What follows belongs to an exercise in optimizing a design on an open flow for small area, a short achievable clock period and few clock cycles per item; a production flow would make more cautious choices.
In this exercise RTL edits were held to simulation tests only and were not proved equivalent to the original.
Power and IR drop assume default switching activity.

==> job 3320: inputs <==
// tdes_enc
module tdes_enc(
    input [63:0] k1,k2,k3,
    input [127:0] pt,
    output [127:0] ct,
    input rst,clk,
    output [63:0] ek1,ek2,ek3,
    output reg done
    );
always @(posedge clk)
  done <= !rst;
wire x0_0;
tdes_xnor2 gx0_0(.a(pt[0]), .b(k3[0]), .y(x0_0));
wire x0_1;
tdes_xnor2 gx0_1(.a(pt[64]), .b(k1[0]), .y(x0_1));
wire x0_2;
tdes_xnor2 gx0_2(.a(k2[0]), .b(x0_0), .y(x0_2));
wire x0_3;
tdes_xnor2 gx0_3(.a(x0_1), .b(x0_2), .y(x0_3));
wire x0_4;
tdes_xnor2 gx0_4(.a(pt[16]), .b(k3[16]), .y(x0_4));
wire x0_5;
tdes_xnor2 gx0_5(.a(pt[80]), .b(k1[16]), .y(x0_5));
wire x0_6;
tdes_xnor2 gx0_6(.a(k2[16]), .b(x0_4), .y(x0_6));
wire x0_7;
tdes_xnor2 gx0_7(.a(x0_5), .b(x0_6), .y(x0_7));
wire x0_8;
tdes_xnor2 gx0_8(.a(pt[32]), .b(k2[32]), .y(x0_8));
wire x0_9;
tdes_xnor2 gx0_9(.a(k3[32]), .b(pt[96]), .y(x0_9));
wire x0_10;
tdes_xnor2 gx0_10(.a(k1[32]), .b(x0_8), .y(x0_10));
wire x0_11;
tdes_xnor2 gx0_11(.a(x0_9), .b(x0_10), .y(x0_11));
wire x0_12;
tdes_xnor2 gx0_12(.a(pt[48]), .b(k2[48]), .y(x0_12));
wire x0_13;
tdes_xnor2 gx0_13(.a(k3[48]), .b(pt[112]), .y(x0_13));
wire x0_14;
tdes_xnor2 gx0_14(.a(k1[48]), .b(x0_12), .y(x0_14));
wire x0_15;
tdes_xnor2 gx0_15(.a(x0_13), .b(x0_14), .y(x0_15));
  ...
Settings: LEC_CHECK=0, CAP_MARGIN=20, CELL_PAD_IN_SITES_DETAIL_PLACEMENT=0, CORE_AREA=2 2 248 248, CTS_BUF_LIST=sky130_fd_sc_hd__clkbuf_4, DIE_AREA=0 0 250 250, PLACE_DENSITY=0.8, SLEW_MARGIN=20, SYNTH_HIERARCHICAL=1, SYNTH_MINIMUM_KEEP_SIZE=0; clock period 10.0 ns.
standard.sh (not shown) runs the stock make flow with config.mk's settings and CLKGATE_MAP_FILE= SYNTH_SCRIPT=/design/flow/synth_recipe.tcl, a recipe that flattens the netlist after the stock synthesis.
==> flow/flow/run.sh <==
#!/bin/bash
# The standard layout, with two changes to how it is made:
# - the port buffers that buffer_ports inserts are sky130_fd_sc_hd__buf_1
#   instead of the slow delay buffer it picks by default;
# - place_pins keeps the ports of each bit lane together (pins_args.txt,
#   written by gen/pins.py), so each lane's XOR tree sits next to its pins.
set -euo pipefail
PINS="$(cat flow/pins_args.txt)"
bash standard.sh "BUFFER_PORTS_ARGS=-buffer_cell sky130_fd_sc_hd__buf_1" "PLACE_PINS_ARGS=$PINS" finish > standard.log 2>&1
Other scripts of this flow, unchanged in this note and not shown: flow/flow/pins_args.txt
==> job 9782 (differences from job 3320) <==
--- a/flow/config.mk
+++ b/flow/config.mk
@@ -11,5 +11,5 @@
 export CTS_BUF_LIST = sky130_fd_sc_hd__clkbuf_4
 export DIE_AREA = 0 0 250 250
-export PLACE_DENSITY = 0.8
+export PLACE_DENSITY = 0.5
 export SLEW_MARGIN = 20
 export SYNTH_HIERARCHICAL = 1
==> job 7699 (differences from job 3320) <==
--- a/flow/config.mk
+++ b/flow/config.mk
@@ -7,9 +7,9 @@
 export LEC_CHECK = 0
 export CAP_MARGIN = 20
-export CELL_PAD_IN_SITES_DETAIL_PLACEMENT = 0
+export CELL_PAD_IN_SITES_DETAIL_PLACEMENT = 1
 export CORE_AREA = 2 2 248 248
 export CTS_BUF_LIST = sky130_fd_sc_hd__clkbuf_4
 export DIE_AREA = 0 0 250 250
-export PLACE_DENSITY = 0.8
+export PLACE_DENSITY = 0.5
 export SLEW_MARGIN = 20
 export SYNTH_HIERARCHICAL = 1
==> out/metrics.csv <==
metric,value,unit
Tmin final,4.76,ns
Detailed Route WL,12.0,mm
WL per Instance,6.91,um
number of global-route vias before repair,3865,
buffering overhead,38.6,%
Sw Ratio,48.5,%
worst slew pin tran,0.777,ns
net switching power,264,uW
routed vias,4463,
Seq area share,4.17,%
Finished Layout Cells,1735,
Placer Congestion,0.663,
status,finished clean,
# the run above: job 7699

==> out/metrics.csv <==
metric,value,unit
Sw Ratio,48.0,%
Detailed Route WL,10.1,mm
status,finished clean,
largest net degree at the start of global routing,8,
net switching power,259,uW
Synth area leaders,"buf_4, xnor2_1, dfxtp_1",
# clk buffers,4,
Int Power,280,uW
routed vias,4256,
WL per Instance,5.82,um
number of global-route vias before repair,3247,
Num CTS Buffers,3,
Seq area share,4.17,%
Placer Congestion,0.663,
buffering overhead,38.6,%
crit path capture,ct[21],
Crit path arrival time,2.76,ns
Layout area overhead,19.5,%
IO Pins,643,
worst slew pin tran,0.767,ns
Finished Layout Cells,1735,
# the run above: job 9782

==> out/metrics.csv <==
metric,value,unit
Detailed Route WL,8.22,mm
WL per Instance,4.74,um
Worst Path Buf+Inv,2,
buffering overhead,38.6,%
effective utilization at floorplan,8.69,%
Finished Layout Cells,1734,
Tmin final,4.75,ns
net switching power,248,uW
number of global-route vias before repair,3285,
startpoint types,input pin,
most frequent cell after synthesis,buf_4,
GR met2 Demand/Resource,4.53,%
status,finished clean,
layout cell share with drive strength beyond 1,0.420,%
Placer Congestion,0.675,
final total power,528,uW
worst slew pin tran,0.379,ns
Sw Ratio,46.9,%
Async SR Flop Fraction,0,%
port bufs,642,
# the run above: job 3320

Testbench counts of job 3320, summed over its fixed seeds: cycles 512, items 256.
Testbench counts of job 9782, summed over its fixed seeds: cycles 512, items 256.
Testbench counts of job 7699, summed over its fixed seeds: cycles 512, items 256.

[static timing again, ports no longer ideal]
In the flow no input, the clock included, has a driving cell. The finished layouts below were timed again as built, in two steps.
Step 1 (the two cells are an assumption about what drives the block):
set clk [get_ports {clk}]
set_driving_cell -lib_cell sky130_fd_sc_hd__clkbuf_16 $clk
set_driving_cell -lib_cell sky130_fd_sc_hd__buf_2 [delete_from_list [all_inputs] $clk]
Step 2 times the ports against the registers' clock, not the clock port: input delays grow and output delays shrink by t, the midpoint of the rising clock arrivals with the driver on.
a / b / c = no drivers / after step 1 / after step 2; a / b = the first two.
run	t (ns)	setup slack, ns	hold slack, ns	worst slew at a driven data input, ns	cell pins on the clock port's net
job 3320	0.311	5.247 / 5.226 / 5.226	1.835 / 1.832 / 2.144	0.04	1
job 9782	0.316	5.241 / 5.221 / 5.221	1.853 / 1.850 / 2.165	0.04	1
job 7699	0.317	5.237 / 5.212 / 5.212	1.851 / 1.849 / 2.166	0.04	1
After both steps setup and hold are still met in every run listed. The setup slack of job 7699, which loses most, moves by -0.025 ns with the drivers and by -0.025 ns with both steps.
